From an optimization exercise on the open Yosys and OpenROAD flow, aimed at small area, a short achievable clock period and few clock cycles per item; shortcuts taken in it are not production practice.
Function was not checked in any run shown here: the RTL went through the layout flow alone.
No activity file was given, so power comes from the tool's default toggle rates.

**design/flow/design.v**
```verilog
module sqrt_mult_system (
    input clk_i,
    input rst_i,
    input start_i,
    input [7:0] a_bi,
    input [7:0] b_bi,
    output [15:0] result,
    output done
);
    function [3:0] isqrt;
        input [7:0] x;
        integer k;
        begin
            isqrt = 4'd0;
            for (k = 1; k < 16; k = k + 1)
                if (x >= k * k) isqrt = k;
        end
    endfunction
    wire [3:0] s = isqrt(b_bi);
    wire t_g1 = a_bi[1] & a_bi[0];
    wire t_p1 = a_bi[1] ^ a_bi[0];
    wire t_g2 = a_bi[2] & a_bi[1];
    wire t_p2 = a_bi[2] ^ a_bi[1];
    wire t_g3 = a_bi[3] & a_bi[2];
    wire t_p3 = a_bi[3] ^ a_bi[2];
    wire t_g4 = a_bi[4] & a_bi[3];
    wire t_p4 = a_bi[4] ^ a_bi[3];
    wire t_g5 = a_bi[5] & a_bi[4];
    wire t_p5 = a_bi[5] ^ a_bi[4];
    wire t_g6 = a_bi[6] & a_bi[5];
    wire t_p6 = a_bi[6] ^ a_bi[5];
    wire t_g7 = a_bi[7] & a_bi[6];
    wire t_p7 = a_bi[7] ^ a_bi[6];
    wire t_s0_1p = t_p1 & a_bi[0];
    wire t_s0_3g = t_g3 | (t_p3 & t_g2);
    wire t_s0_3p = t_p3 & t_p2;
    wire t_s0_5g = t_g5 | (t_p5 & t_g4);
    wire t_s0_5p = t_p5 & t_p4;
    wire t_s0_7g = t_g7 | (t_p7 & t_g6);
    wire t_s0_7p = t_p7 & t_p6;
    wire t_s1_2g = t_g2 | (t_p2 & t_g1);
    wire t_s1_2p = t_p2 & t_s0_1p;
    wire t_s1_3g = t_s0_3g | (t_s0_3p & t_g1);
    wire t_s1_3p = t_s0_3p & t_s0_1p;
    wire t_s1_6g = t_g6 | (t_p6 & t_s0_5g);
    wire t_s1_6p = t_p6 & t_s0_5p;
    wire t_s1_7g = t_s0_7g | (t_s0_7p & t_s0_5g);
    wire t_s1_7p = t_s0_7p & t_s0_5p;
    wire t_s2_4g = t_g4 | (t_p4 & t_s1_3g);
    wire t_s2_4p = t_p4 & t_s1_3p;
    wire t_s2_5g = t_s0_5g | (t_s0_5p & t_s1_3g);
    wire t_s2_5p = t_s0_5p & t_s1_3p;
    wire t_s2_6g = t_s1_6g | (t_s1_6p & t_s1_3g);
    wire t_s2_6p = t_s1_6p & t_s1_3p;
    wire t_s2_7g = t_s1_7g | (t_s1_7p & t_s1_3g);
    wire t_s2_7p = t_s1_7p & t_s1_3p;
    wire t_s3_8g = a_bi[7] & t_s2_7g;
    wire t_s3_8p = a_bi[7] & t_s2_7p;
    wire t_s2 = t_p2 ^ t_g1;
    wire t_s3 = t_p3 ^ t_s1_2g;
    wire t_s4 = t_p4 ^ t_s1_3g;
    wire t_s5 = t_p5 ^ t_s2_4g;
    wire t_s6 = t_p6 ^ t_s2_5g;
    wire t_s7 = t_p7 ^ t_s2_6g;
    wire t_s8 = a_bi[7] ^ t_s2_7g;
    wire c1 = b_bi >= 8'd1;
    wire c2 = b_bi >= 8'd4;
    wire c3 = b_bi >= 8'd9;
    wire c4 = b_bi >= 8'd16;
    wire c5 = b_bi >= 8'd25;
    wire c6 = b_bi >= 8'd36;
    wire c7 = b_bi >= 8'd49;
    wire c8 = b_bi >= 8'd64;
    wire c9 = b_bi >= 8'd81;
    wire c10 = b_bi >= 8'd100;
    wire c11 = b_bi >= 8'd121;
    wire c12 = b_bi >= 8'd144;
    wire c13 = b_bi >= 8'd169;
    wire c14 = b_bi >= 8'd196;
    wire c15 = b_bi >= 8'd225;
    wire le1 = (c1 & ~c2) | (c5 & ~c6) | (c9 & ~c10) | (c13 & ~c14);
    wire le2 = (c2 & ~c3) | (c6 & ~c7) | (c10 & ~c11) | (c14 & ~c15);
    wire le3 = (c3 & ~c4) | (c7 & ~c8) | (c11 & ~c12) | c15;
    wire he1 = c4 & ~c8;
    wire he2 = c8 & ~c12;
    wire lv0 = (le1 & a_bi[0]) | (le3 & a_bi[0]);
    wire lv1 = (le1 & a_bi[1]) | (le2 & a_bi[0]) | (le3 & t_p1);
    wire lv2 = (le1 & a_bi[2]) | (le2 & a_bi[1]) | (le3 & t_s2);
    wire lv3 = (le1 & a_bi[3]) | (le2 & a_bi[2]) | (le3 & t_s3);
    wire lv4 = (le1 & a_bi[4]) | (le2 & a_bi[3]) | (le3 & t_s4);
    wire lv5 = (le1 & a_bi[5]) | (le2 & a_bi[4]) | (le3 & t_s5);
    wire lv6 = (le1 & a_bi[6]) | (le2 & a_bi[5]) | (le3 & t_s6);
    wire lv7 = (le1 & a_bi[7]) | (le2 & a_bi[6]) | (le3 & t_s7);
    wire lv8 = (le2 & a_bi[7]) | (le3 & t_s8);
    wire lv9 = (le3 & t_s3_8g);
    wire hv0 = (he1 & a_bi[0]) | (c12 & a_bi[0]);
    wire hv1 = (he1 & a_bi[1]) | (he2 & a_bi[0]) | (c12 & t_p1);
    wire hv2 = (he1 & a_bi[2]) | (he2 & a_bi[1]) | (c12 & t_s2);
    wire hv3 = (he1 & a_bi[3]) | (he2 & a_bi[2]) | (c12 & t_s3);
    wire hv4 = (he1 & a_bi[4]) | (he2 & a_bi[3]) | (c12 & t_s4);
    wire hv5 = (he1 & a_bi[5]) | (he2 & a_bi[4]) | (c12 & t_s5);
    wire hv6 = (he1 & a_bi[6]) | (he2 & a_bi[5]) | (c12 & t_s6);
    wire hv7 = (he1 & a_bi[7]) | (he2 & a_bi[6]) | (c12 & t_s7);
    wire hv8 = (he2 & a_bi[7]) | (c12 & t_s8);
    wire hv9 = (c12 & t_s3_8g);
    wire f_g0 = lv2 & hv0;
    wire f_p0 = lv2 ^ hv0;
    wire f_g1 = lv3 & hv1;
    wire f_p1 = lv3 ^ hv1;
    wire f_g2 = lv4 & hv2;
    wire f_p2 = lv4 ^ hv2;
    wire f_g3 = lv5 & hv3;
    wire f_p3 = lv5 ^ hv3;
    wire f_g4 = lv6 & hv4;
    wire f_p4 = lv6 ^ hv4;
    wire f_g5 = lv7 & hv5;
    wire f_p5 = lv7 ^ hv5;
    wire f_g6 = lv8 & hv6;
    wire f_p6 = lv8 ^ hv6;
    wire f_g7 = lv9 & hv7;
    wire f_p7 = lv9 ^ hv7;
    wire f_k0_1g = f_g1 | (f_p1 & f_g0);
    wire f_k0_1p = f_p1 & f_p0;
    wire f_k0_2g = f_g2 | (f_p2 & f_g1);
    wire f_k0_2p = f_p2 & f_p1;
    wire f_k0_3g = f_g3 | (f_p3 & f_g2);
    wire f_k0_3p = f_p3 & f_p2;
    wire f_k0_4g = f_g4 | (f_p4 & f_g3);
    wire f_k0_4p = f_p4 & f_p3;
    wire f_k0_5g = f_g5 | (f_p5 & f_g4);
    wire f_k0_5p = f_p5 & f_p4;
    wire f_k0_6g = f_g6 | (f_p6 & f_g5);
    wire f_k0_6p = f_p6 & f_p5;
    wire f_k0_7g = f_g7 | (f_p7 & f_g6);
    wire f_k0_7p = f_p7 & f_p6;
    wire f_k0_8g = hv8 & f_g7;
    wire f_k0_8p = hv8 & f_p7;
    wire f_k0_9p = hv9 & hv8;
    wire f_k1_2g = f_k0_2g | (f_k0_2p & f_g0);
    wire f_k1_2p = f_k0_2p & f_p0;
    wire f_k1_3g = f_k0_3g | (f_k0_3p & f_k0_1g);
    wire f_k1_3p = f_k0_3p & f_k0_1p;
    wire f_k1_4g = f_k0_4g | (f_k0_4p & f_k0_2g);
    wire f_k1_4p = f_k0_4p & f_k0_2p;
    wire f_k1_5g = f_k0_5g | (f_k0_5p & f_k0_3g);
    wire f_k1_5p = f_k0_5p & f_k0_3p;
    wire f_k1_6g = f_k0_6g | (f_k0_6p & f_k0_4g);
    wire f_k1_6p = f_k0_6p & f_k0_4p;
    wire f_k1_7g = f_k0_7g | (f_k0_7p & f_k0_5g);
    wire f_k1_7p = f_k0_7p & f_k0_5p;
    wire f_k1_8g = f_k0_8g | (f_k0_8p & f_k0_6g);
    wire f_k1_8p = f_k0_8p & f_k0_6p;
    wire f_k1_9g = f_k0_9p & f_k0_7g;
    wire f_k1_9p = f_k0_9p & f_k0_7p;
    wire f_k2_4g = f_k1_4g | (f_k1_4p & f_g0);
    wire f_k2_4p = f_k1_4p & f_p0;
    wire f_k2_5g = f_k1_5g | (f_k1_5p & f_k0_1g);
    wire f_k2_5p = f_k1_5p & f_k0_1p;
    wire f_k2_6g = f_k1_6g | (f_k1_6p & f_k1_2g);
    wire f_k2_6p = f_k1_6p & f_k1_2p;
    wire f_k2_7g = f_k1_7g | (f_k1_7p & f_k1_3g);
    wire f_k2_7p = f_k1_7p & f_k1_3p;
    wire f_k2_8g = f_k1_8g | (f_k1_8p & f_k1_4g);
    wire f_k2_8p = f_k1_8p & f_k1_4p;
    wire f_k2_9g = f_k1_9g | (f_k1_9p & f_k1_5g);
    wire f_k2_9p = f_k1_9p & f_k1_5p;
    wire f_k3_8g = f_k2_8g | (f_k2_8p & f_g0);
    wire f_k3_8p = f_k2_8p & f_p0;
    wire f_k3_9g = f_k2_9g | (f_k2_9p & f_k0_1g);
    wire f_k3_9p = f_k2_9p & f_k0_1p;
    wire f_s1 = f_p1 ^ f_g0;
    wire f_s2 = f_p2 ^ f_k0_1g;
    wire f_s3 = f_p3 ^ f_k1_2g;
    wire f_s4 = f_p4 ^ f_k1_3g;
    wire f_s5 = f_p5 ^ f_k2_4g;
    wire f_s6 = f_p6 ^ f_k2_5g;
    wire f_s7 = f_p7 ^ f_k2_6g;
    wire f_s8 = hv8 ^ f_k2_7g;
    wire f_s9 = hv9 ^ f_k3_8g;
    wire [11:0] prod = {f_s9, f_s8, f_s7, f_s6, f_s5, f_s4, f_s3, f_s2, f_s1, f_p0, lv1, lv0};
    reg        done_r;
    reg [11:0] res_r;
    always @(posedge clk_i) begin
        done_r <= start_i & ~rst_i;
        res_r  <= prod;
    end
    assign result = {4'b0, res_r};
    assign done   = done_r;
endmodule
```
**design/flow/flow/run.sh**
```bash
#!/bin/bash
# Layout flow: the standard ORFS flow, with two changes.
#  1. Synthesis is ORFS's own script (with the standard flow's -nofsm -noshare wrapper,
#     flatten and renaming, as in synth_recipe.tcl), but ABC maps with the
#     script in flow/abc.script and full/half adder extraction can be skipped.
#  2. The port buffers inserted during placement are buf cells instead of
#     the slow clkdlybuf cells that buffer_ports picks by default.
# Settings come from flow/params.sh. Each tool's output goes to its own log.
set -euo pipefail
HERE=$(pwd)
source "$HERE/flow/params.sh"
export MY_ABC_SCRIPT="$HERE/flow/abc.script"
export MY_NOFA
export BUFFER_PORTS_ARGS="-buffer_cell $PORT_BUFFER"
sed "s#SYNTH_SCRIPT=[^ ]*#SYNTH_SCRIPT=$HERE/flow/synth.tcl#" standard.sh > my_standard.sh
bash my_standard.sh finish > flow_make.log 2>&1
```
**design/flow/flow/abc.script**
```
strash
dch
map -D 2400
topo
stime -c
buffer -c
upsize -c -D 2400
dnsize -c -D 2400
```
**design/flow/flow/params.sh**
```bash
MY_NOFA=1
PORT_BUFFER=sky130_fd_sc_hd__buf_1
```
**design/flow/flow/synth.tcl**
```tcl
# synth_recipe.tcl with two hooks: abc runs flow/abc.script (MY_ABC_SCRIPT),
# and extract_fa is skipped when MY_NOFA is 1.
proc synth {args} { yosys synth -nofsm -noshare {*}$args }
proc abc {args} {
  set out {}
  set skip 0
  foreach a $args {
    if {$skip} { set skip 0; continue }
    if {$a eq "-script" || $a eq "-D"} { set skip 1; continue }
    lappend out $a
  }
  lappend out -script $::env(MY_ABC_SCRIPT)
  yosys abc {*}$out
}
if {$::env(MY_NOFA)} { proc extract_fa {args} {} }
source $::env(SCRIPTS_DIR)/synth.tcl
# left out here: clear keep_hierarchy, flatten, clean up, hide names made inside functions, write 1_2_yosys.v
```
**design/flow/standard.sh**
```bash
#!/bin/bash
# synth_recipe.tcl (not shown) runs the flow's synth.tcl, then flattens the netlist and writes it again
# the make line also repeats each setting of config.mk as NAME=value (left out here)
make -C /OpenROAD-flow-scripts/flow DESIGN_CONFIG=/design/flow/config.mk WORK_HOME=/design/flow/orfs CLKGATE_MAP_FILE= SYNTH_SCRIPT=/design/flow/synth_recipe.tcl "${@:-finish}"
```
**design/flow/config.mk**
```make
export PLATFORM = sky130hd
export DESIGN_NAME = sqrt_mult_system
export DESIGN_NICKNAME = sqrt_mult_system
export VERILOG_FILES = /design/flow/design.v
export SDC_FILE = /design/flow/constraint.sdc
export NUM_CORES = 4
export LEC_CHECK = 0
export CAP_MARGIN = 20
export CORE_MARGIN = 2
export CORE_UTILIZATION = 40
export SETUP_SLACK_MARGIN = 1.8
export SLEW_MARGIN = 20
```
**design/flow/constraint.sdc**
```tcl
create_clock -name core_clock -period 5.0 [get_ports {clk_i}]
set_input_delay 1.0000 -clock core_clock [delete_from_list [all_inputs] [get_ports {clk_i}]]
set_output_delay 1.0000 -clock core_clock [all_outputs]
set_load 0.01 [all_outputs]
```
==> results.cfg, run 1 <==
[sta]
finalHoldViolations = 0
hold_slack_ps = 867
setup_ws_ps = 1800
rsz0062_at_grt = yes
fmax_ghz = 0.312
setup_violations = 0
fin_crit_ps = 3200
fin_tns_setup_ps = 0
drv_slew = 0
fin_crit_sh_pct = 64.0

[pwr]
total_power_w = 0.000531
pwr_density_cell_mw_per_mm2 = 267
ir_worst_vdd_uv = 91.5
power.leakage_nw = 0.893

[floorplan]
fp-row-count = 20
fp.dieW_um = 60.7
die_h_um = 60.7
io_pins = 36
die_area_mm2 = 0.00369
initial_core_util_pct = 42.1
coreArea_mm2 = 0.00305

[critical_path]
crit_path_start_kind = input port
end_kind = flip-flop
arrival_ps = 3380
cpMostUsedCell = buf_4
critPathMaxStageDelay_ps = 300
crit_chain = buf_4, nor2_4, a211oi_1, o221ai_2, a21oi_1, nor2_2, o211ai_1, nand2_1, nor3_4, buf_4, o21a_1, a31oi_4, nor3_2, nor2_1, xnor2_1
cp_slowest_cell = a211oi_1
crit_type = in2reg
cp_top_family = compound AO/OA/AOI/OAI gates
cp.required_ps = 5180
crit_start = b_bi[4]
cp_max_fo = 5
cp_num_buf_inv = 2

[detailed_routing]
dr_total_vias = 1655
ant_nets = 0
drt_first_iter_violations = 95
drc = 0
dr.pass1.iters = 4
via_per_inst = 5.19
wl_per_cell_um = 12.9
wl_mm = 4.12

[yosys]
synthCells = 215
ys_types = 30
syn_area_mm2 = 0.00129
postSynthAreaPerCell_um2 = 5.98
synth_seq_area_share_pct = 20.2
synth_seq_cells = 13
ys_warn_count = 1

[place]
portBuffers = 31
dp_hpwl_mm = 2.34
dp.cells = 289
post-place-ws_ps = 1210
gp_congestion = 0.852

[finish]
layout_commonest_cell = nand2_1
drive_gt1_share_pct = 36.7
num-fill-cells = 298
nNetsFinal = 295
regArea_um2 = 260
num_antenna_cells = 0
multi_input_area_mm2 = 0.00113
syn2layout_area_growth_pct = 54.9
final_cells = 319
mostFrequentLayoutCells = 34 x nand2_1, 32 x nor2_1, 22 x inv_1

[cts]
clkSinkCount = 13
cts_buffers = 3
htree_levels = 1
clkSlewWorstSetupHoldPaths_ps = 70
cts_tree = yes
hold_buffers = 0
clockBufferDepth = 2
root_buffer = clkbuf_4

[grt]
antenna_found_initial = 0
overflow = 0
grtUsageTotal_pct = 19.6
first_global_vias = 1345
grt_pass1_wl_mm = 5.66
grt_max_degree = 9

[run_status]
status = no timing/DRC/antenna violations

[min_path]
holdCritPathClass = in2reg
hp-start = rst_i

[run]
maxCapViolCount = 0
## Yosys cell counts
master | instances | share of area [%]
a211oi_1 | 3 | 1.8
a21oi_1 | 13 | 5.1
a22oi_1 | 2 | 1.2
a311oi_2 | 1 | 1.2
a31oi_1 | 1 | 0.49
buf_4 | 4 | 2.3
conb_1 | 1 | 0.29
dfxtp_1 | 13 | 20
inv_1 | 34 | 9.9
inv_2 | 2 | 0.58
nand2_1 | 40 | 12
nand3_1 | 4 | 1.6
nand3_2 | 1 | 0.78
nand4_1 | 1 | 0.49
nor2_1 | 46 | 13
nor2_2 | 1 | 0.49
nor2_4 | 1 | 0.88
nor3_1 | 1 | 0.39
nor3_2 | 1 | 0.78
nor4_2 | 1 | 0.97
o2111ai_1 | 1 | 0.68
o211ai_1 | 4 | 2.3
o21a_1 | 1 | 0.58
o21ai_0 | 4 | 1.6
o21ai_1 | 4 | 1.6
o221ai_1 | 9 | 6.1
o22ai_1 | 6 | 2.9
or2_2 | 2 | 0.97
xnor2_1 | 4 | 2.7
xor2_1 | 9 | 6.1
## registers in the layout, indices dropped and copies added, names as in the netlist
name and count:
done_r 1, res_r 12
## kinds of logic (layout without fill, tap and decap cells)
logic type      Yosys count  count (layout)  share of synthesized area (%)
other cells               1               4                          0.292
simple gates             99              99                           32.4
flops                    13              13                           20.2
compound gates           49              49                           25.4
buf+inv                  40              97                           12.8
xor+xnor                 13              13                           8.85
## through the flow
stage,util (%),area (um^2)
after floorplan,-,1300
after global placement,47.1,1440
after detailed placement,47.1,1440
after CTS,56.1,1710
after global routing,65.2,1990
final,65.2,1990
## layout make-up
class / instances / share of cell area [%]
Clock buffer: 4 / 1.32
Inverter: 36 / 6.97
Multi-Input combinational cell: 165 / 56.6
Sequential cell: 13 / 13.1
Tap cell: 44 / 2.76
Timing Repair Buffer: 57 / 19.3
## path summary, 6_finish.rpt
check,end,depth (start not counted),slack (ps)
worst max-delay path,res_r[9],15,1800
worst min-delay path,done_r,2,870
## timing repair
action,CTS,global route
pin swaps,19,32
cloned,0,0
setup endpoints to repair,4,5
resized for setup,33,63
buffers inserted,18,8
## power breakdown
part / total, W / internal [W] / switching, W
logic: 0.000322 / 0.000133 / 0.000189
registers: 0.000145 / 0.000139 / 0.00000678
clock network: 0.0000634 / 0.0000310 / 0.0000324
## routing by layer
| metal | share of wire (%) | track usage, % | routed length, um | up-vias |
|---|---|---|---|---|
| li1 | - | - | - | 826 |
| met1 | 42 | 26.6 | 1720 | 748 |
| met2 | 50 | 32.7 | 2050 | 68 |
| met3 | 5.4 | 0.640 | 223 | 13 |
| met4 | 3.0 | 7.76 | 123 | 0 |
| met5 | 0 | 0 | 0 | - |
==> inputs of run 2 (changes only) <==
--- a/design/flow/config.mk
+++ b/design/flow/config.mk
@@ -8,5 +8,5 @@
 export CAP_MARGIN = 20
 export CORE_MARGIN = 2
 export CORE_UTILIZATION = 40
-export SETUP_SLACK_MARGIN = 1.8
+export SETUP_SLACK_MARGIN = 1.4
 export SLEW_MARGIN = 20
==> run 2 against run 1 <==
Net effect: still clean on timing, DRC and antenna; sequential cell count did not move; global-route usage is 3.0 points lower; first-iteration DRC count shrank 38%; routed wire length down 24%; setup slack lost 220 ps.
==> results.cfg, run 2 <==
[grt]
grt_pass1_wl_mm = 4.74
overflow = 0
antenna_found_initial = 0
first_global_vias = 1155
grtUsageTotal_pct = 16.6
grt_max_degree = 9

[finish]
top_register = res_r
nNetsFinal = 278
num_antenna_cells = 0
drive_gt1_share_pct = 16.7
regArea_um2 = 260
mostFrequentLayoutCells = 40 x nor2_1, 39 x nand2_1, 34 x inv_1
top_regs = res_r (12), done_r (1)
num-fill-cells = 323
syn2layout_area_growth_pct = 27.0
multi_input_area_um2 = 967
layout_commonest_cell = nor2_1
largest_register_ffs = 12

[pwr]
pwr_density_cell_mw_per_mm2 = 275
total_power_w = 0.000449
power.leakage_nw = 0.768
ir_worst_vdd_uv = 70.9

[place]
portBuffers = 31
dp_hpwl_mm = 2.33
gp_congestion = 0.852

[critical_path]
critPathMaxStageDelay_ps = 340
cp_top_family = simple AND/OR/NAND/NOR gates
crit_path_start_kind = input port
end_kind = flip-flop
crit_type = in2reg
cp_slowest_cell = a311oi_2
arrival_ps = 3630
crit_start = b_bi[7]
crit_chain = buf_1, nor2_2, inv_1, nor2_2, nor2_1, nand2_1, nand3_1, nor2_4, inv_2, a22oi_2, o21ai_2, nand2_2, inv_2, nor3_4, nor2_2, nor4_2, o21ai_1, a311oi_2, nand2_1, o21ai_0
cp_num_buf_inv = 4
cp.required_ps = 5200
cp_max_fo = 4
cpMostUsedCell = nor2_2

[yosys]
synth-edff-count = 0
synth_compound_area_share_pct = 25.4
ys_types = 30
synth.most_common_cell = nor2_1
synth_top_area_share_pct = 20.2
ys_warn_count = 1
yosys-top-cells-area = dfxtp_1 20%, nor2_1 13%, nand2_1 12%
synth-xor-area-share_pct = 8.85
synth-adder-area-share_pct = 0
synthCells = 215
yosysTopAreaCell = dfxtp_1
synth.mux.area_fraction_pct = 0
synthSimpleGateAreaFrac_pct = 32.4
ys_top_cells_by_count = 46 x nor2_1, 40 x nand2_1, 34 x inv_1, 13 x a21oi_1, 13 x dfxtp_1
synthFlopType = dfxtp_1
postSynthAreaPerCell_um2 = 5.98
syn_area_mm2 = 0.00129
async_reset_ff_share_pct = 0
synth_seq_area_share_pct = 20.2
synth_top_family_by_area = simple AND/OR/NAND/NOR gates
synth_seq_cells = 13

[floorplan]
io_pins = 36
fp.dieW_um = 60.7
die_area_mm2 = 0.00369
die_h_um = 60.7
fp-row-count = 20
coreArea_mm2 = 0.00305
initial_core_util_pct = 42.1

[detailed_routing]
dr_total_vias = 1492
wl_mm = 3.14
via_per_inst = 4.94
dr.pass1.iters = 4
drc = 0
wl_per_cell_um = 10.4
ant_nets = 0
drt_first_iter_violations = 59

[cts]
cts_buffers = 3
htree_levels = 1
root_buffer = clkbuf_4
cts_tree = yes
clockBufferDepth = 2
clkSinkCount = 13
hold_buffers = 0
clkSlewWorstSetupHoldPaths_ps = 70

[sta]
finalHoldViolations = 0
fmax_ghz = 0.292
fin_crit_sh_pct = 68.5
rsz0062_at_grt = no
drv_slew = 0
fin_tns_setup_ps = 0
setup_violations = 0
fin_crit_ps = 3420

[min_path]
hp-start = rst_i
holdCritPathClass = in2reg

[run_status]
status = no timing/DRC/antenna violations

[run]
maxCapViolCount = 0
==> run 2: cell counts after synthesis <==
No cell type changed its count.
==> run 2: final cells by class <==
cell class | count | area share, %
Multi-Input combinational cell | 165 | 59.2
Sequential cell | 13 | 15.9
Inverter | 36 | 8.27
Timing Repair Buffer | 40 | 11.6
Tap cell | 44 | 3.37
Clock buffer | 4 | 1.61
==> run 2: final timing paths <==
check,to,slack (ps),cells past startpoint
hold / removal,done_r,870,2
setup / recovery,res_r[11],1580,20
==> run 2: cell families (layout without fill, tap and decap cells) <==
| group | after synthesis | in the layout |
|---|---|---|
| and+or+nand+nor | 99 | 99 |
| AOI/OAI and AO/OA | 49 | 49 |
| buffers and inverters | 40 | 80 |
| xor gates and xnor gates | 13 | 13 |
| DFF | 13 | 13 |
| other | 1 | 4 |
==> run 2: where the power goes <==
group / internal, W / total, W / switching (W)
logic: 0.0000921 / 0.000242 / 0.000150
registers: 0.000139 / 0.000145 / 0.00000644
clock network: 0.0000309 / 0.0000626 / 0.0000317
total: 0.000262 / 0.000449 / 0.000188
==> run 2: repair_timing <==
item,4_1_cts,5_1_grt
setup buffers,0,9
gates resized for setup,0,27
endpoints found under the setup margin,0,4
==> run 2: stage by stage <==
stage / setup slack, ps / area, um^2 / instances / hold slack (ps) / utilization, %
finish: 1580 / 1630 / 302 / 874 / 53.5
global route: 1370 / 1630 / 302 / 878 / 53.5
CTS: 1480 / 1470 / 293 / 864 / 48.0
detailed placement: 1200 / 1440 / 289 / 1160 / 47.1
global placement: 1160 / 1440 / 289 / 1160 / 47.1
floorplan: 1800 / 1300 / 218 / 1070 / -
==> run 2: routing by layer <==
metal	routed length [um]	vias up	track usage (%)
li1	-	789	-
met1	1460	650	23.5
met2	1480	49	25.0
met3	156	4	1.92
met4	45	0	7.76
met5	0	-	0
==> inputs of run 3 (changes only) <==
==> design/flow/design.v (replaced) <==
module sqrt_mult_system (
    input clk_i,
    input rst_i,
    input start_i,
    input [7:0] a_bi,
    input [7:0] b_bi,
    output [15:0] result,
    output done
);
    function [3:0] isqrt;
        input [7:0] x;
        integer k;
        begin
            isqrt = 4'd0;
            for (k = 1; k < 16; k = k + 1)
                if (x >= k * k) isqrt = k;
        end
    endfunction
    wire [3:0] s = isqrt(b_bi);
    wire t_g1 = a_bi[1] & a_bi[0];
    wire t_p1 = a_bi[1] ^ a_bi[0];
    wire t_g2 = a_bi[2] & a_bi[1];
    wire t_p2 = a_bi[2] ^ a_bi[1];
    wire t_g3 = a_bi[3] & a_bi[2];
    wire t_p3 = a_bi[3] ^ a_bi[2];
    wire t_g4 = a_bi[4] & a_bi[3];
    wire t_p4 = a_bi[4] ^ a_bi[3];
    wire t_g5 = a_bi[5] & a_bi[4];
    wire t_p5 = a_bi[5] ^ a_bi[4];
    wire t_g6 = a_bi[6] & a_bi[5];
    wire t_p6 = a_bi[6] ^ a_bi[5];
    wire t_g7 = a_bi[7] & a_bi[6];
    wire t_p7 = a_bi[7] ^ a_bi[6];
    wire t_r1p = t_p1 & a_bi[0];
    wire t_r2g = t_g2 | (t_p2 & t_g1);
    wire t_r2p = t_p2 & t_r1p;
    wire t_r3g = t_g3 | (t_p3 & t_r2g);
    wire t_r3p = t_p3 & t_r2p;
    wire t_r4g = t_g4 | (t_p4 & t_r3g);
    wire t_r4p = t_p4 & t_r3p;
    wire t_r5g = t_g5 | (t_p5 & t_r4g);
    wire t_r5p = t_p5 & t_r4p;
    wire t_r6g = t_g6 | (t_p6 & t_r5g);
    wire t_r6p = t_p6 & t_r5p;
    wire t_r7g = t_g7 | (t_p7 & t_r6g);
    wire t_r7p = t_p7 & t_r6p;
    wire t_r8g = a_bi[7] & t_r7g;
    wire t_r8p = a_bi[7] & t_r7p;
    wire t_s2 = t_p2 ^ t_g1;
    wire t_s3 = t_p3 ^ t_r2g;
    wire t_s4 = t_p4 ^ t_r3g;
    wire t_s5 = t_p5 ^ t_r4g;
    wire t_s6 = t_p6 ^ t_r5g;
    wire t_s7 = t_p7 ^ t_r6g;
    wire t_s8 = a_bi[7] ^ t_r7g;
    wire c1 = b_bi >= 8'd1;
    wire c2 = b_bi >= 8'd4;
    wire c3 = b_bi >= 8'd9;
    wire c4 = b_bi >= 8'd16;
    wire c5 = b_bi >= 8'd25;
    wire c6 = b_bi >= 8'd36;
    wire c7 = b_bi >= 8'd49;
    wire c8 = b_bi >= 8'd64;
    wire c9 = b_bi >= 8'd81;
    wire c10 = b_bi >= 8'd100;
    wire c11 = b_bi >= 8'd121;
    wire c12 = b_bi >= 8'd144;
    wire c13 = b_bi >= 8'd169;
    wire c14 = b_bi >= 8'd196;
    wire c15 = b_bi >= 8'd225;
    wire le1 = (c1 & ~c2) | (c5 & ~c6) | (c9 & ~c10) | (c13 & ~c14);
    wire le2 = (c2 & ~c3) | (c6 & ~c7) | (c10 & ~c11) | (c14 & ~c15);
    wire le3 = (c3 & ~c4) | (c7 & ~c8) | (c11 & ~c12) | c15;
    wire he1 = c4 & ~c8;
    wire he2 = c8 & ~c12;
    wire lv0 = (le1 & a_bi[0]) | (le3 & a_bi[0]);
    wire lv1 = (le1 & a_bi[1]) | (le2 & a_bi[0]) | (le3 & t_p1);
    wire lv2 = (le1 & a_bi[2]) | (le2 & a_bi[1]) | (le3 & t_s2);
    wire lv3 = (le1 & a_bi[3]) | (le2 & a_bi[2]) | (le3 & t_s3);
    wire lv4 = (le1 & a_bi[4]) | (le2 & a_bi[3]) | (le3 & t_s4);
    wire lv5 = (le1 & a_bi[5]) | (le2 & a_bi[4]) | (le3 & t_s5);
    wire lv6 = (le1 & a_bi[6]) | (le2 & a_bi[5]) | (le3 & t_s6);
    wire lv7 = (le1 & a_bi[7]) | (le2 & a_bi[6]) | (le3 & t_s7);
    wire lv8 = (le2 & a_bi[7]) | (le3 & t_s8);
    wire lv9 = (le3 & t_r8g);
    wire hv0 = (he1 & a_bi[0]) | (c12 & a_bi[0]);
    wire hv1 = (he1 & a_bi[1]) | (he2 & a_bi[0]) | (c12 & t_p1);
    wire hv2 = (he1 & a_bi[2]) | (he2 & a_bi[1]) | (c12 & t_s2);
    wire hv3 = (he1 & a_bi[3]) | (he2 & a_bi[2]) | (c12 & t_s3);
    wire hv4 = (he1 & a_bi[4]) | (he2 & a_bi[3]) | (c12 & t_s4);
    wire hv5 = (he1 & a_bi[5]) | (he2 & a_bi[4]) | (c12 & t_s5);
    wire hv6 = (he1 & a_bi[6]) | (he2 & a_bi[5]) | (c12 & t_s6);
    wire hv7 = (he1 & a_bi[7]) | (he2 & a_bi[6]) | (c12 & t_s7);
    wire hv8 = (he2 & a_bi[7]) | (c12 & t_s8);
    wire hv9 = (c12 & t_r8g);
    wire f_g0 = lv2 & hv0;
    wire f_p0 = lv2 ^ hv0;
    wire f_g1 = lv3 & hv1;
    wire f_p1 = lv3 ^ hv1;
    wire f_g2 = lv4 & hv2;
    wire f_p2 = lv4 ^ hv2;
    wire f_g3 = lv5 & hv3;
    wire f_p3 = lv5 ^ hv3;
    wire f_g4 = lv6 & hv4;
    wire f_p4 = lv6 ^ hv4;
    wire f_g5 = lv7 & hv5;
    wire f_p5 = lv7 ^ hv5;
    wire f_g6 = lv8 & hv6;
    wire f_p6 = lv8 ^ hv6;
    wire f_g7 = lv9 & hv7;
    wire f_p7 = lv9 ^ hv7;
    wire f_r1g = f_g1 | (f_p1 & f_g0);
    wire f_r1p = f_p1 & f_p0;
    wire f_r2g = f_g2 | (f_p2 & f_r1g);
    wire f_r2p = f_p2 & f_r1p;
    wire f_r3g = f_g3 | (f_p3 & f_r2g);
    wire f_r3p = f_p3 & f_r2p;
    wire f_r4g = f_g4 | (f_p4 & f_r3g);
    wire f_r4p = f_p4 & f_r3p;
    wire f_r5g = f_g5 | (f_p5 & f_r4g);
    wire f_r5p = f_p5 & f_r4p;
    wire f_r6g = f_g6 | (f_p6 & f_r5g);
    wire f_r6p = f_p6 & f_r5p;
    wire f_r7g = f_g7 | (f_p7 & f_r6g);
    wire f_r7p = f_p7 & f_r6p;
    wire f_r8g = hv8 & f_r7g;
    wire f_r8p = hv8 & f_r7p;
    wire f_r9g = hv9 & f_r8g;
    wire f_r9p = hv9 & f_r8p;
    wire f_s1 = f_p1 ^ f_g0;
    wire f_s2 = f_p2 ^ f_r1g;
    wire f_s3 = f_p3 ^ f_r2g;
    wire f_s4 = f_p4 ^ f_r3g;
    wire f_s5 = f_p5 ^ f_r4g;
    wire f_s6 = f_p6 ^ f_r5g;
    wire f_s7 = f_p7 ^ f_r6g;
    wire f_s8 = hv8 ^ f_r7g;
    wire f_s9 = hv9 ^ f_r8g;
    wire [11:0] prod = {f_s9, f_s8, f_s7, f_s6, f_s5, f_s4, f_s3, f_s2, f_s1, f_p0, lv1, lv0};
    reg        done_r;
    reg [11:0] res_r;
    always @(posedge clk_i) begin
        done_r <= start_i & ~rst_i;
        res_r  <= prod;
    end
    assign result = {4'b0, res_r};
    assign done   = done_r;
endmodule
==> design/flow/flow/abc.script (replaced) <==
strash
dch
map -a
topo
stime -c
==> run 3 against run 2 <==
Net effect: critical path depth grew 2; via count shrank 0.13%; sequential cell count unchanged; critical endpoint is now res_r[10]; sequential power is essentially flat; global-route usage is 1.7 points higher.
==> results.cfg, run 3 <==
[run_status]
status = no timing/DRC/antenna violations

[finish]
drive_gt1_share_pct = 36.6
num_antenna_cells = 0
layout_commonest_cell = nand2_1
top_regs = res_r (12), done_r (1)
design_area_mm2 = 0.00184
mostFrequentLayoutCells = 35 x nand2_1, 23 x buf_4, 19 x buf_1
final_cells = 288
syn2layout_area_growth_pct = 55.0
nNetsFinal = 277
regArea_um2 = 260
num-fill-cells = 245
multi_input_area_mm2 = 0.00101
top_register = res_r
largest_register_ffs = 12

[sta]
rsz0062_at_grt = yes
fin_crit_sh_pct = 69.0
setup_violations = 0
fin_crit_ps = 3450
finalHoldViolations = 0
fin_tns_setup_ps = 0
fmax_ghz = 0.290
drv_slew = 0

[cts]
cts_tree = yes
htree_levels = 1
root_buffer = clkbuf_4
hold_buffers = 0
clkSlewWorstSetupHoldPaths_ps = 80
clockBufferDepth = 2
clkSinkCount = 13
cts_buffers = 3

[grt]
antenna_found_initial = 0
grt_pass1_wl_mm = 5.00
first_global_vias = 1229
grt_max_degree = 9
overflow = 0
grtUsageTotal_pct = 18.3

[detailed_routing]
dr_total_vias = 1490
wl_mm = 3.47
drt_first_iter_violations = 59
dr.pass1.iters = 6
ant_nets = 0
wl_per_cell_um = 12.0
drc = 0
via_per_inst = 5.17

[min_path]
hp-start = rst_i
holdCritPathClass = in2reg
min_path_cells = 2
hold_end = done_r

[yosys]
synth_seq_cells = 13
synthFlopType = dfxtp_1
yosysTopAreaCell = dfxtp_1
postSynthAreaPerCell_um2 = 5.99
yosys-top-cells-area = dfxtp_1 22%, nand2_1 12%, clkinv_1 10%
synthCells = 198
synth_top_area_share_pct = 21.9
synth_seq_area_share_pct = 21.9
synth-edff-count = 0
async_reset_ff_share_pct = 0
ys_top_cells_by_count = 39 x nand2_1, 33 x clkinv_1, 32 x nor2_1, 15 x a21oi_1, 14 x xor2_1
synth.most_common_cell = nand2_1
ys_types = 21
syn_area_mm2 = 0.00119
ys_warn_count = 1

[pwr]
power.leakage_nw = 0.802
p_int_w = 0.000286
sw_frac_of_total_pct = 41.5
p_sw_w = 0.000203
ir_worst_vdd_uv = 237
seqPwrFrac_pct = 29.6
clockPowerShare_pct = 13.1
combinationalPowerShare_pct = 57.3
pwr_density_cell_mw_per_mm2 = 266

[critical_path]
arrival_ps = 3650
cp_slowest_cell = xor2_2
crit_type = in2reg
crit_start = a_bi[1]
critPathMaxStageDelay_ps = 180
cp.required_ps = 5200
cp_num_buf_inv = 3
crit_chain = buf_2, clkinv_1, a21oi_4, nand2_1, o21ai_2, nand2_1, o21ai_2, nand2_1, o21ai_0, nand3_1, nand2_1, xor2_2, nand2_1, and3_2, nor2_1, clkinv_1, nor2_1, nor2_1, nor2_1, o21ai_1, nand2_1, xor2_1
cp_max_fo = 5
cp_top_family = simple AND/OR/NAND/NOR gates
crit_path_start_kind = input port
end_kind = flip-flop
cpMostUsedCell = nand2_1

[place]
gp_congestion = 0.828
dp.cells = 259
portBuffers = 31
dp_hpwl_mm = 2.28
placed_cell_area_mm2 = 0.00134

[run]
maxCapViolCount = 0

[floorplan]
die_h_um = 58.5
fp-row-count = 19
io_pins = 36
fp.dieW_um = 58.5
die_area_mm2 = 0.00342
coreArea_mm2 = 0.00278
initial_core_util_pct = 42.6
## run 3: stage by stage
stage                     hold WS (ps)  power, W  worst slack (ps)  utilization [%]
after floorplan                   1070  0.000294              1410                -
after global placement            1150  0.000345               783             48.0
after detailed placement          1150  0.000347               654             48.0
after CTS                          854  0.000434              1410             54.4
after global routing               875  0.000530              1270             66.1
final                              861  0.000488              1550             66.1
## run 3: logic make-up after synthesis
| logic type | count (synthesis) | share of synthesized area (%) |
|---|---|---|
| AND/OR/NAND/NOR | 84 | 28.4 |
| AO/OA/AOI/OAI | 46 | 23.8 |
| buffers and inverters | 37 | 13.0 |
| XOR/XNOR | 17 | 12.6 |
| flip-flops | 13 | 21.9 |
| other | 1 | 0.316 |
## run 3: per-layer routing
| layer | GRT usage, % | share of wire (%) |
|---|---|---|
| met1 | 22.3 | 43 |
| met2 | 31.9 | 52 |
| met3 | 3.08 | 3.1 |
| met4 | 6.64 | 1.9 |
| met5 | 0 | 0 |
## run 3: timing repair
action / 4_1_cts / 5_1_grt
pin swaps: 6 / 25
setup buffers: 9 / 16
setup endpoints to repair: 4 / 4
hold endpoints to repair: 0 / 0
resized for setup: 32 / 60
## run 3: layout make-up
class	count	area share, %
clock buffers	4	1.43
inverters	33	7.49
multi-input cells	151	55.1
flip-flops and latches	13	14.2
well taps	31	2.11
repair buffers	56	19.7
## run 3: worst max path at each step
stage / to / slack, ps / cells after the start
floorplan: res_r[10] / 1410 / 25
global placement: res_r[10] / 780 / 23
detailed placement: res_r[10] / 650 / 21
CTS: res_r[10] / 1410 / 24
global route: res_r[10] / 1270 / 27
finish: res_r[10] / 1550 / 22
## run 3: power by group through the flow
stage / logic, W / registers (W) / clock network [W]
6_report: 0.000280 / 0.000144 / 0.0000642
3_3_place_gp: 0.000198 / 0.000147 / 0
3_5_place_dp: 0.000200 / 0.000148 / 0
4_1_cts: 0.000223 / 0.000145 / 0.0000660
2_1_floorplan: 0.000128 / 0.000166 / 0
5_1_grt: 0.000312 / 0.000148 / 0.0000707
==> inputs of run 4 (changes only) <==
==> design/flow/flow/abc.script (replaced) <==
strash
dch
map -D 2000
topo
stime -c
==> run 4 against run 3 <==
Net effect: highest routed layer unchanged; cell count is 9.0% lower; synthesized cell count is 6.1% lower; critical path type unchanged; largest power group unchanged; via count is 4.4% lower; fmax is 1.7% lower; first-iteration DRC count is 31% lower; clock power hardly changed; critical endpoint is now res_r[8]; largest cell class unchanged; clock-buffer cell count stayed put; sequential cell count stayed put; cell area is 16% lower; critical path depth is 3 lower; still clean on timing, DRC and antenna.
==> results.cfg, run 4 <==
[yosys]
ys_top_cells_by_count = 33 x nand2_1, 25 x clkinv_1, 25 x nor2_1, 15 x xor2_1, 14 x o21ai_0
postSynthAreaPerCell_um2 = 6.39
synth_top_area_share_pct = 21.9
async_reset_ff_share_pct = 0
syn_area_mm2 = 0.00119
synth-edff-count = 0
yosys-top-cells-area = dfxtp_1 22%, xor2_1 11%, nand2_1 10%
synth.most_common_cell = nand2_1
synthFlopType = dfxtp_1
synthCells = 186
yosysTopAreaCell = dfxtp_1
ys_warn_count = 1
ys_types = 23
synth_seq_area_share_pct = 21.9
synth_seq_cells = 13

[critical_path]
crit_path_start_kind = input port
cp_max_fo = 7
end_kind = flip-flop
cp.required_ps = 5170
arrival_ps = 3680
crit_type = in2reg

[finish]
num_antenna_cells = 0
top_register = res_r
top_regs = res_r (12), done_r (1)
regArea_um2 = 260
mostFrequentLayoutCells = 32 x nand2_1, 26 x buf_1, 20 x clkinv_1
drive_gt1_share_pct = 21.6
design_area_mm2 = 0.00155
syn2layout_area_growth_pct = 30.1
largest_register_ffs = 12
layout_commonest_cell = nand2_1
num-fill-cells = 280
nNetsFinal = 251
multi_input_area_um2 = 918

[run_status]
status = no timing/DRC/antenna violations

[pwr]
ir_worst_vdd_uv = 263
clockPowerShare_pct = 13.8
p_int_w = 0.000274
power.leakage_nw = 0.635
pwr_density_cell_mw_per_mm2 = 300
seqPwrFrac_pct = 31.7
combinationalPowerShare_pct = 54.4
p_sw_w = 0.000190
sw_frac_of_total_pct = 41.0

[floorplan]
io_pins = 36
fp.dieW_um = 58.5
die_area_mm2 = 0.00342
coreArea_mm2 = 0.00278
fp-row-count = 19
die_h_um = 58.5
initial_core_util_pct = 42.7

[cts]
htree_levels = 1
hold_buffers = 0
root_buffer = clkbuf_4
clkSlewWorstSetupHoldPaths_ps = 80
cts_buffers = 3
clockBufferDepth = 2
cts_tree = yes
clkSinkCount = 13

[detailed_routing]
dr_total_vias = 1424
ant_nets = 0
via_per_inst = 5.44
drt_first_iter_violations = 41
drc = 0
wl_mm = 3.15
wl_per_cell_um = 12.0
dr.pass1.iters = 4

[sta]
fin_crit_ps = 3510
fin_crit_sh_pct = 70.2
rsz0062_at_grt = no
finalHoldViolations = 0
fmax_ghz = 0.285
fin_tns_setup_ps = 0
setup_violations = 0
drv_slew = 0
hold_slack_ps = 863

[place]
placed_cell_area_mm2 = 0.00134
dp_hpwl_mm = 2.36
portBuffers = 31
gp_congestion = 0.894

[grt]
grt_pass1_wl_mm = 5.18
antenna_found_initial = 0
grtUsageTotal_pct = 19.3
grt_max_degree = 9
overflow = 0
first_global_vias = 1278

[min_path]
holdCritPathClass = in2reg

[run]
maxCapViolCount = 0
## run 4: routing by layer
| metal | GRT usage, % | share of wire (%) | vias to the layer above |
|---|---|---|---|
| li1 | - | - | 724 |
| met1 | 23.2 | 43 | 646 |
| met2 | 34.7 | 50 | 48 |
| met3 | 2.64 | 6.0 | 6 |
| met4 | 6.98 | 1.5 | 0 |
| met5 | 0 | 0 | - |
## run 4: cell type report
class | instances | share of cell area (%)
flip-flops and latches | 13 | 16.8
well taps | 31 | 2.51
clock buffers | 4 | 1.70
repair buffers | 42 | 13.3
multi-input cells | 147 | 59.4
inverters | 25 | 6.31
## run 4: worst max-delay path, cell delays in order
cell and delay (ps):
buf_1 130, clkinv_2 160, nand2_2 150, clkinv_1 110, nand3_1 100, nand3_1 100, or2_4 290, a22oi_1 180
o21ai_2 110, nor2_1 140, o21ai_2 100, a21oi_2 200, o21ai_2 90, a21oi_2 170, o21bai_1 130, buf_4 160
buf_4 120, buf_4 130, xnor2_2 120
## run 4: power by group through the flow
stage	Sequential [W]	Combinational, W	Clock, W
finish	0.000147	0.000252	0.0000640
global route	0.000152	0.000280	0.0000736
CTS	0.000148	0.000222	0.0000672
detailed placement	0.000151	0.000204	0
global placement	0.000150	0.000202	0
floorplan	0.000171	0.000128	0
## run 4: per-stage QoR
stage | worst slack, ps | cells | util, % | power (W)
6_report | 1490 | 262 | 55.6 | 0.000463
5_1_grt | 1310 | 262 | 55.6 | 0.000505
4_1_cts | 1420 | 254 | 51.4 | 0.000437
3_5_place_dp | 749 | 247 | 48.0 | 0.000355
3_3_place_gp | 794 | 247 | 48.0 | 0.000352
2_1_floorplan | 1410 | 189 | - | 0.000299
## run 4: final timing paths
kind	startpoint	end	slack [ps]	cells after the start
max	b_bi[7]	res_r[8]	1490	19
min	rst_i	done_r	860	2
## run 4: repair_timing
| item | 4_1_cts | 5_1_grt |
|---|---|---|
| endpoints found under the hold margin | 0 | 0 |
| setup endpoints to repair | 3 | 4 |
| setup buffers | 3 | 8 |
| cloned | 0 | 0 |
| pin swaps | 5 | 11 |
| gates resized for setup | 18 | 24 |
## run 4: cell families (layout without fill, tap and decap cells)
logic type	after synthesis	after routing	synth area share, %
and+or+nand+nor	70	70	24.0
AOI/OAI and AO/OA	52	52	27.9
buffers and inverters	29	71	10.4
xor gates and xnor gates	21	21	15.5
DFF	13	13	21.9
other	1	4	0.315
==> inputs of run 5 (changes only) <==
==> design/flow/flow/abc.script (replaced) <==
strash
dch
map -a
topo
stime -c
--- a/design/flow/config.mk
+++ b/design/flow/config.mk
@@ -8,5 +8,5 @@
 export CAP_MARGIN = 20
 export CORE_MARGIN = 2
 export CORE_UTILIZATION = 40
-export SETUP_SLACK_MARGIN = 1.4
+export SETUP_SLACK_MARGIN = 1.8
 export SLEW_MARGIN = 20
==> run 5 against run 4 <==
Net effect: still clean on timing, DRC and antenna; sequential power hardly changed; die area is 0.19% lower; sequential cell count stayed put; first-iteration DRC count is 15% lower; synthesized cell count is 6.5% higher; setup slack better by 140 ps; utilization is 15 points higher; hold slack better by 10 ps; routed wire length is 8.7% higher; clock power is 0.6% lower; cell count is 14% higher; largest power group unchanged.
==> results.cfg, run 5 <==
[run_status]
status = no timing/DRC/antenna violations

[detailed_routing]
top_layer = met4
met1_length_mm = 1.30
wl_mm = 3.42
drt_first_iter_violations = 35
ant_nets = 0
dr_total_vias = 1560
drc = 0
via_per_inst = 5.22
wl_met2_mm = 1.93
dr.pass1.iters = 4
wl_met3_um = 141
wl_per_cell_um = 11.4

[critical_path]
end_kind = flip-flop
cp_max_fo = 7
crit_type = in2reg
arrival_ps = 3530
cp.required_ps = 5160
crit_path_start_kind = input port

[sta]
setup_violations = 0
fmax_ghz = 0.297
fin_crit_sh_pct = 67.4
rsz0062_at_grt = yes
finalHoldViolations = 0
setup_ws_ps = 1630
fin_tns_setup_ps = 0
drv_slew = 0
fin_crit_ps = 3370

[yosys]
synth_top_area_share_pct = 21.9
syn_area_mm2 = 0.00119
synthCells = 198
yosys-top-cells-area = dfxtp_1 22%, nand2_1 12%, clkinv_1 10%
ys_warn_count = 1
synth_seq_cells = 13
yosysTopAreaCell = dfxtp_1
postSynthAreaPerCell_um2 = 5.99
synth.most_common_cell = nand2_1
ys_types = 21
async_reset_ff_share_pct = 0
synthFlopType = dfxtp_1
synth-edff-count = 0
ys_top_cells_by_count = 39 x nand2_1, 33 x clkinv_1, 32 x nor2_1, 15 x a21oi_1, 14 x xor2_1
synth_seq_area_share_pct = 21.9

[run]
maxCapViolCount = 0

[cts]
clockBufferDepth = 2
clkSinkCount = 13
htree_levels = 1
cts_tree = yes
hold_buffers = 0
cts_buffers = 3
clkSlewWorstSetupHoldPaths_ps = 70
root_buffer = clkbuf_4

[pwr]
pwr_density_cell_mw_per_mm2 = 268
total_power_w = 0.000523
ir_worst_vdd_uv = 276
power.leakage_nw = 0.859

[finish]
num_antenna_cells = 0
drive_gt1_share_pct = 41.4
mostFrequentLayoutCells = 35 x buf_4, 31 x nand2_1, 21 x buf_1
top_regs = res_r (12), done_r (1)
syn2layout_area_growth_pct = 64.7
largest_register_ffs = 12
layout_commonest_cell = buf_4
top_register = res_r
nNetsFinal = 288

[floorplan]
die_area_mm2 = 0.00342
io_pins = 36
fp.dieW_um = 58.5
initial_core_util_pct = 42.6
die_h_um = 58.5
coreArea_mm2 = 0.00278
fp-row-count = 19

[place]
dp_hpwl_mm = 2.26
post-place-ws_ps = 816
gp_congestion = 0.828
portBuffers = 31

[grt]
grtUsageTotal_pct = 20.6
grt_max_degree = 9
overflow = 0
grt_pass1_wl_mm = 5.60
antenna_found_initial = 0
first_global_vias = 1420

[min_path]
holdCritPathClass = in2reg
## run 5: cell count changes after synthesis, sizes merged, moves of 3 or more
cell / delta
clkinv: +8
nor2: +7
nand2: +6
a221oi: -4
o21ai: -4
a21oi: +3
o22ai: +3
xnor2: -3
## run 5: where the power goes
group	internal (W)	total, W	switching (W)
logic	0.000147	0.000315	0.000169
registers	0.000137	0.000144	0.00000676
clock network	0.0000310	0.0000636	0.0000327
## run 5: kinds of logic after synthesis
logic type / count (synthesis) / share of synthesized area, %
XOR/XNOR: 17 / 12.6
other: 1 / 0.316
AO/OA/AOI/OAI: 46 / 23.8
flip-flops: 13 / 21.9
AND/OR/NAND/NOR: 84 / 28.4
buffers and inverters: 37 / 13.0
## run 5: area by class of cell
class | count | area, um^2
Clock buffer | 4 | 26.3
Timing Repair Buffer | 67 | 447
Tap cell | 31 | 38.8
Fill cell | 246 | 828
Inverter | 33 | 149
Sequential cell | 13 | 260
Multi-Input combinational cell | 151 | 1030
## run 5: path summary, 6_finish.rpt
path	from	endpoint	slack, ps	depth (start not counted)
worst max-delay path	b_bi[6]	res_r[10]	1630	24
worst min-delay path	rst_i	done_r	870	2
## run 5: critical path: stages
cell,delay (ps)
buf_4,170
clkinv_2,130
a211oi_4,280
nor3_2,80
nor2_2,220
o221ai_2,150
clkinv_2,80
nor2_2,30
inv_2,60
buf_4,100
o21ai_2,50
nand2_1,70
clkinv_2,70
nor2_4,90
o21ai_2,70
nand2_1,80
clkinv_2,60
nor2_1,90
nor2_1,60
nor2_1,130
nor2_1,70
o21ai_1,130
nand2_1,100
xor2_1,140
## run 5: what timing repair did
item                                    in CTS  in global routing
buffers inserted                            30                  6
endpoints found under the setup margin       6                  5
gates cloned                                 0                  0
pin swaps                                   33                 16
gates resized for setup                     54                 27
## run 5: routing by layer
| layer | vias up | global-route usage [%] |
|---|---|---|
| met1 | 726 | 21.0 |
| met5 | - | 0 |
| li1 | 788 | - |
| met4 | 0 | 5.98 |
| met3 | 7 | 3.30 |
| met2 | 39 | 41.7 |
## run 5: through the flow
stage | cell area [um^2] | hold slack [ps] | std cells | utilization (%)
finish | 1950 | 874 | 299 | 70.2
global route | 1950 | 859 | 299 | 70.2
CTS | 1820 | 869 | 293 | 65.4
detailed placement | 1400 | 1160 | 259 | 50.3
global placement | 1400 | 1150 | 259 | 50.3
floorplan | 1270 | 1070 | 201 | -
==> inputs of run 6 (changes only) <==
==> design/flow/flow/abc.script (replaced) <==
strash
dch
map -D 2000
topo
stime -c
==> run 6 against run 5 <==
Net effect: cell area shrank 1.4%; sequential cell count is the same; combinational power grew 3%; setup slack gained 86 ps; still clean on timing, DRC and antenna; routed wire length grew 12%; non-clock buffer count is the same; largest cell class unchanged; cell count shrank 4.0%; highest routed layer unchanged; sequential share of layout area grew 0.19 points; critical path depth shrank 7; clock-buffer cell count is the same; die area grew 0.19%; power grew 2.3%.
==> results.cfg, run 6 <==
[detailed_routing]
dr.pass1.iters = 4
wl_mm = 3.83
dr_total_vias = 1546
wl_per_cell_um = 13.3
drc = 0
ant_nets = 0
drt_first_iter_violations = 64
via_per_inst = 5.39

[pwr]
ir_worst_vdd_uv = 254
pwr_density_cell_mw_per_mm2 = 278
power.leakage_nw = 0.808

[sta]
fmax_ghz = 0.305
hold_slack_ps = 866
setup_violations = 0
finalHoldViolations = 0
fin_crit_ps = 3280
fin_crit_sh_pct = 65.7
fin_tns_setup_ps = 0
slew_headroom_pct = 64.6
rsz0062_at_grt = yes
drv_slew = 0
timing_worst_slew_pin_value_ps = 531

[floorplan]
coreArea_mm2 = 0.00278
die_h_um = 58.5
fp-row-count = 19
io_pins = 36
initial_core_util_pct = 42.7
fp.dieW_um = 58.5
die_area_mm2 = 0.00342

[finish]
syn2layout_area_growth_pct = 62.0
mostFrequentLayoutCells = 35 x buf_4, 31 x nand2_1, 19 x buf_1
largest_register_ffs = 12
nNetsFinal = 276
top_register = res_r
top_regs = res_r (12), done_r (1)
layout_commonest_cell = buf_4
drive_gt1_share_pct = 41.8
num-fill-cells = 223
num_antenna_cells = 0

[yosys]
ys_warn_count = 1
synth_seq_cells = 13
synthFlopType = dfxtp_1
syn_area_mm2 = 0.00119
synthSimpleGateAreaFrac_pct = 24.0
synth.mux.area_fraction_pct = 0
yosysTopAreaCell = dfxtp_1
postSynthAreaPerCell_um2 = 6.39
async_reset_ff_share_pct = 0
synth_top_area_share_pct = 21.9
ys_top_cells_by_count = 33 x nand2_1, 25 x clkinv_1, 25 x nor2_1, 15 x xor2_1, 14 x o21ai_0
synth_compound_area_share_pct = 27.9
synth-xor-area-share_pct = 15.5
synth.most_common_cell = nand2_1
synth-adder-area-share_pct = 0
synthCells = 186
synth_top_family_by_area = compound AO/OA/AOI/OAI gates
synth_seq_area_share_pct = 21.9
yosys-top-cells-area = dfxtp_1 22%, xor2_1 11%, nand2_1 10%
ys_types = 23
synth-edff-count = 0

[place]
portBuffers = 31
dp_hpwl_mm = 2.47
gp_congestion = 0.878

[cts]
cts_buffers = 3
clockBufferDepth = 2
root_buffer = clkbuf_4
hold_buffers = 0
clkSinkCount = 13
clkSlewWorstSetupHoldPaths_ps = 70
cts_tree = yes
htree_levels = 1

[critical_path]
cp_top_family = compound AO/OA/AOI/OAI gates
cp_max_fo = 6
arrival_ps = 3490
crit_path_start_kind = input port
crit_chain = buf_2, clkinv_2, nor2_1, o211ai_1, a22oi_1, nand3_2, a22oi_2, o21ai_2, nor2_1, o21ai_2, a21oi_2, o21ai_2, a21oi_2, o21bai_2, a21boi_2, buf_4, xor2_1
cp_num_buf_inv = 3
end_kind = flip-flop
critPathMaxStageDelay_ps = 240
cp_slowest_cell = a22oi_1
cp.required_ps = 5210
cpMostUsedCell = o21ai_2
crit_type = in2reg
crit_start = b_bi[7]

[run]
maxCapViolCount = 0

[grt]
first_global_vias = 1423
grt_pass1_wl_mm = 6.07
antenna_found_initial = 0
overflow = 0
grt_max_degree = 9
grtUsageTotal_pct = 22.7

[min_path]
holdCritPathClass = in2reg
hp-start = rst_i

[run_status]
status = no timing/DRC/antenna violations
-- run 6: cell count changes after synthesis, sizes merged, moves of 3 or more --
cell and change:
a21oi -3, a221oi +4, clkinv -8, nand2 -6, nor2 -7, o21ai +4
o22ai -3, xnor2 +3
-- run 6: cells by family after synthesis --
| logic type | count (synthesis) |
|---|---|
| simple gates | 70 |
| compound gates | 52 |
| buf+inv | 29 |
| xor+xnor | 21 |
| flops | 13 |
| other cells | 1 |
-- run 6: through the flow --
stage          worst slack, ps  total power [W]  std cells  utilization (%)  area, um^2
2_1_floorplan             1690         0.000310        189                -        1270
3_3_place_gp              1140         0.000367        247             50.3        1400
3_5_place_dp              1080         0.000369        247             50.3        1400
4_1_cts                   1800         0.000491        282             63.1        1750
6_report                  1720         0.000535        287             69.2        1930
5_1_grt                   1590         0.000573        287             69.2        1930
-- run 6: power by group --
group           total, W  internal [W]  switching (W)
clock          0.0000628     0.0000310      0.0000318
sequential      0.000147      0.000140     0.00000670
combinational   0.000326      0.000149       0.000177
total           0.000535      0.000320       0.000215
-- run 6: routing by layer --
metal / up-vias / routed length (um) / track usage (%)
li1: 776 / - / -
met4: 0 / 74 / 9.97
met2: 56 / 1980 / 41.9
met5: - / 0 / 0
met1: 705 / 1580 / 26.0
met3: 9 / 197 / 2.42
-- run 6: cell type report --
class | count | area, um^2 | area share [%]
Multi-Input combinational cell | 147 | 1060 | 55.0
Timing Repair Buffer | 67 | 433 | 22.5
Sequential cell | 13 | 260 | 13.5
Inverter | 25 | 108 | 5.59
Tap cell | 31 | 38.8 | 2.01
Clock buffer | 4 | 26.3 | 1.36
-- run 6: path summary, 6_finish.rpt --
kind	endpoint	slack (ps)	cells after the start
setup / recovery	res_r[9]	1720	17
hold / removal	done_r	870	2
-- run 6: timing repair --
action | 4_1_cts | 5_1_grt
hold endpoints to repair | 0 | 0
pin swaps | 23 | 22
gates resized for setup | 34 | 36
setup endpoints to repair | 4 | 6
cloned | 0 | 0
setup buffers | 31 | 5
==> inputs of run 7 (changes only) <==
==> design/flow/flow/abc.script (replaced) <==
strash
dch
map -D 2400
topo
stime -c
buffer -c
upsize -c -D 2400
dnsize -c -D 2400
==> run 7 against run 6 <==
Net effect: sequential cell count did not move; largest cell class unchanged; first-iteration DRC count fell by 25%; sequential share of layout area is 0.29 points higher.
==> results.cfg, run 7 <==
[finish]
final_cells = 299
drive_gt1_share_pct = 36.8
num-fill-cells = 322
mostFrequentLayoutCells = 35 x buf_4, 34 x nand2_1, 21 x buf_1
regArea_um2 = 260
layout_commonest_cell = buf_4
top_register = res_r
top_regs = res_r (12), done_r (1)
largest_register_ffs = 12
nNetsFinal = 273
syn2layout_area_growth_pct = 38.8
multi_input_area_mm2 = 0.00104
num_antenna_cells = 0

[cts]
htree_levels = 1
clkSlewWorstSetupHoldPaths_ps = 70
cts_tree = yes
clkSinkCount = 13
clockBufferDepth = 2
cts_buffers = 3
root_buffer = clkbuf_4

[yosys]
synth_seq_cells = 13
synth-edff-count = 0
synth_seq_area_share_pct = 19.2
yosysTopAreaCell = dfxtp_1
ys_top_cells_by_count = 38 x nand2_1, 19 x inv_1, 16 x nor2_1, 15 x xor2_1, 13 x dfxtp_1
syn_area_mm2 = 0.00136
async_reset_ff_share_pct = 0
yosys-top-cells-area = dfxtp_1 19%, nand2_1 10%, xor2_1 9.7%
ys_warn_count = 1
synth.most_common_cell = nand2_1
synth_top_area_share_pct = 19.2
ys_types = 40
synthFlopType = dfxtp_1
postSynthAreaPerCell_um2 = 7.15
synthCells = 190

[pwr]
ir_worst_vdd_uv = 79.6
power.leakage_nw = 0.892
pwr_density_cell_mw_per_mm2 = 279

[floorplan]
die_area_mm2 = 0.00388
io_pins = 36
fp-row-count = 21
coreArea_mm2 = 0.00331
die_h_um = 62.3
initial_core_util_pct = 41.0
fp.dieW_um = 62.3

[critical_path]
cp_max_fo = 6
crit_path_start_kind = input port
crit_type = in2reg
cp.required_ps = 5210
end_kind = flip-flop
arrival_ps = 3420
crit_start = b_bi[1]

[sta]
rsz0062_at_grt = yes
fin_crit_ps = 3210
setup_ws_ps = 1790
setup_violations = 0
hold_slack_ps = 870
finalHoldViolations = 0
fmax_ghz = 0.312
fin_tns_setup_ps = 0
drv_slew = 0
fin_crit_sh_pct = 64.2

[detailed_routing]
drc = 0
ant_nets = 0
dr_total_vias = 1418
via_per_inst = 4.74
wl_per_cell_um = 10.6
wl_mm = 3.17
drt_first_iter_violations = 48
dr.pass1.iters = 4

[grt]
antenna_found_initial = 0
overflow = 0
first_global_vias = 1296
grt_max_degree = 9
grt_pass1_wl_mm = 5.25
grtUsageTotal_pct = 16.1

[run_status]
status = no timing/DRC/antenna violations

[min_path]
hp-start = rst_i
holdCritPathClass = in2reg
min_path_cells = 2
hold_end = done_r

[place]
post-place-ws_ps = 1150
dp.cells = 261
portBuffers = 31
dp_hpwl_mm = 2.26
gp_congestion = 0.786

[run]
maxCapViolCount = 0
==> run 7: cell types whose count changed in the layout (fill, tap and decap cells not counted), sizes merged, moves of 2 or more <==
cell    before  now
o21ai       14    9
inv          1   23
a21oi       12    9
clkbuf       7    5
nor2        25   21
nand2       33   48
nand3        6    3
clkinv      23    1
xor2        15   17
a221oi       4    0
==> run 7: layout make-up <==
cell class	count	area share, %
multi-input combinational	147	54.9
timing repair buffer	65	21.7
sequential	13	13.8
inverter	24	5.11
tap	46	3.05
clock buffer	4	1.39
==> run 7: what timing repair did <==
| item | in CTS | in global routing |
|---|---|---|
| resized for setup | 24 | 17 |
| pin swaps | 10 | 12 |
| hold buffers | 0 | 0 |
| setup buffers | 25 | 9 |
| endpoints found under the setup margin | 5 | 5 |
==> run 7: through the flow <==
stage / power [W] / area (um^2) / utilization, %
detailed placement: 0.000387 / 1480 / 44.8
global route: 0.000569 / 1890 / 57.0
CTS: 0.000502 / 1770 / 53.5
finish: 0.000525 / 1890 / 57.0
global placement: 0.000385 / 1480 / 44.8
floorplan: 0.000336 / 1370 / -
==> run 7: power by group <==
part / total, W / internal [W] / switching [W]
sequential: 0.000148 / 0.000140 / 0.00000819
clock: 0.0000628 / 0.0000309 / 0.0000319
combinational: 0.000315 / 0.000146 / 0.000168
total: 0.000525 / 0.000317 / 0.000208
==> run 7: how the worst max path moves through the flow <==
stage / endpoint / slack, ps / cells after the start
detailed placement: res_r[11] / 1150 / 21
global placement: res_r[11] / 1210 / 21
finish: res_r[11] / 1790 / 24
global route: res_r[11] / 1600 / 27
floorplan: res_r[10] / 1650 / 23
CTS: res_r[11] / 1800 / 24
==> run 7: logic make-up after synthesis <==
group                  Yosys count  share of synthesized area [%]
other                            1                          0.276
AND/OR/NAND/NOR                 77                           27.5
flip-flops                      13                           19.2
XOR/XNOR                        22                           15.3
buffers and inverters           33                           11.1
AO/OA/AOI/OAI                   44                           26.6
==> run 7: worst max-delay path, stage by stage <==
cell and delay [ps]:
buf_1 80, nor2_2 150, nand2_2 90, o2111ai_2 220, o211ai_1 120, or2_4 280, a22oi_4 130, nand2_2 70
clkinv_2 40, or2_4 130, nand2_4 60, o21ai_4 130, nand2_2 60, nand2_2 70, nand2_2 60, nand2_4 70
nand2_4 50, a21boi_4 170, o21ai_2 70, nand2_2 80, nand2_2 50, nand2_2 80, nand2_1 70, o21ai_2 60
==> run 7: layer usage <==
layer  share of wire, %  GRT usage [%]  up-vias
li1                   -              -      742
met1                 44           19.0      624
met2                 49           30.0       43
met3                4.9           1.45        9
met4                1.7           6.11        0
met5                  0              0        -

==> re-timing with driven ports <==
The flow's constraints put no driver on any port. The routed layouts listed below were extracted and timed again, unchanged, in two steps.
Step 1: set_driving_cell puts a clkbuf_16 on clk_i and a buf_2 on each other input, an assumption about the parent block.
Step 2 moves the port delays by t, midway between the first and last clock arrival at a register: inputs arrive t later, outputs are due t later. That takes back most of the time a late clock gives input paths.
Three values: ideal, step 1, step 2; two values: the first two.
run | t, ns | setup WS [ns] | worst slew at a driven data input, ns
run 1 | 0.297 | 1.799 / 1.767 / 1.470 | 0.05
run 2 | 0.291 | 1.576 / 1.578 / 1.287 | 0.03
run 3 | 0.288 | 1.548 / 1.543 / 1.255 | 0.04
run 4 | 0.292 | 1.489 / 1.486 / 1.194 | 0.04
run 5 | 0.293 | 1.630 / 1.617 / 1.324 | 0.05
run 6 | 0.294 | 1.716 / 1.713 / 1.418 | 0.04
run 7 | 0.287 | 1.792 / 1.769 / 1.482 | 0.06
After both steps every run listed still meets setup and hold. The setup slack of run 1, which loses most, moves by -0.032 ns with the drivers and by -0.329 ns with both steps.
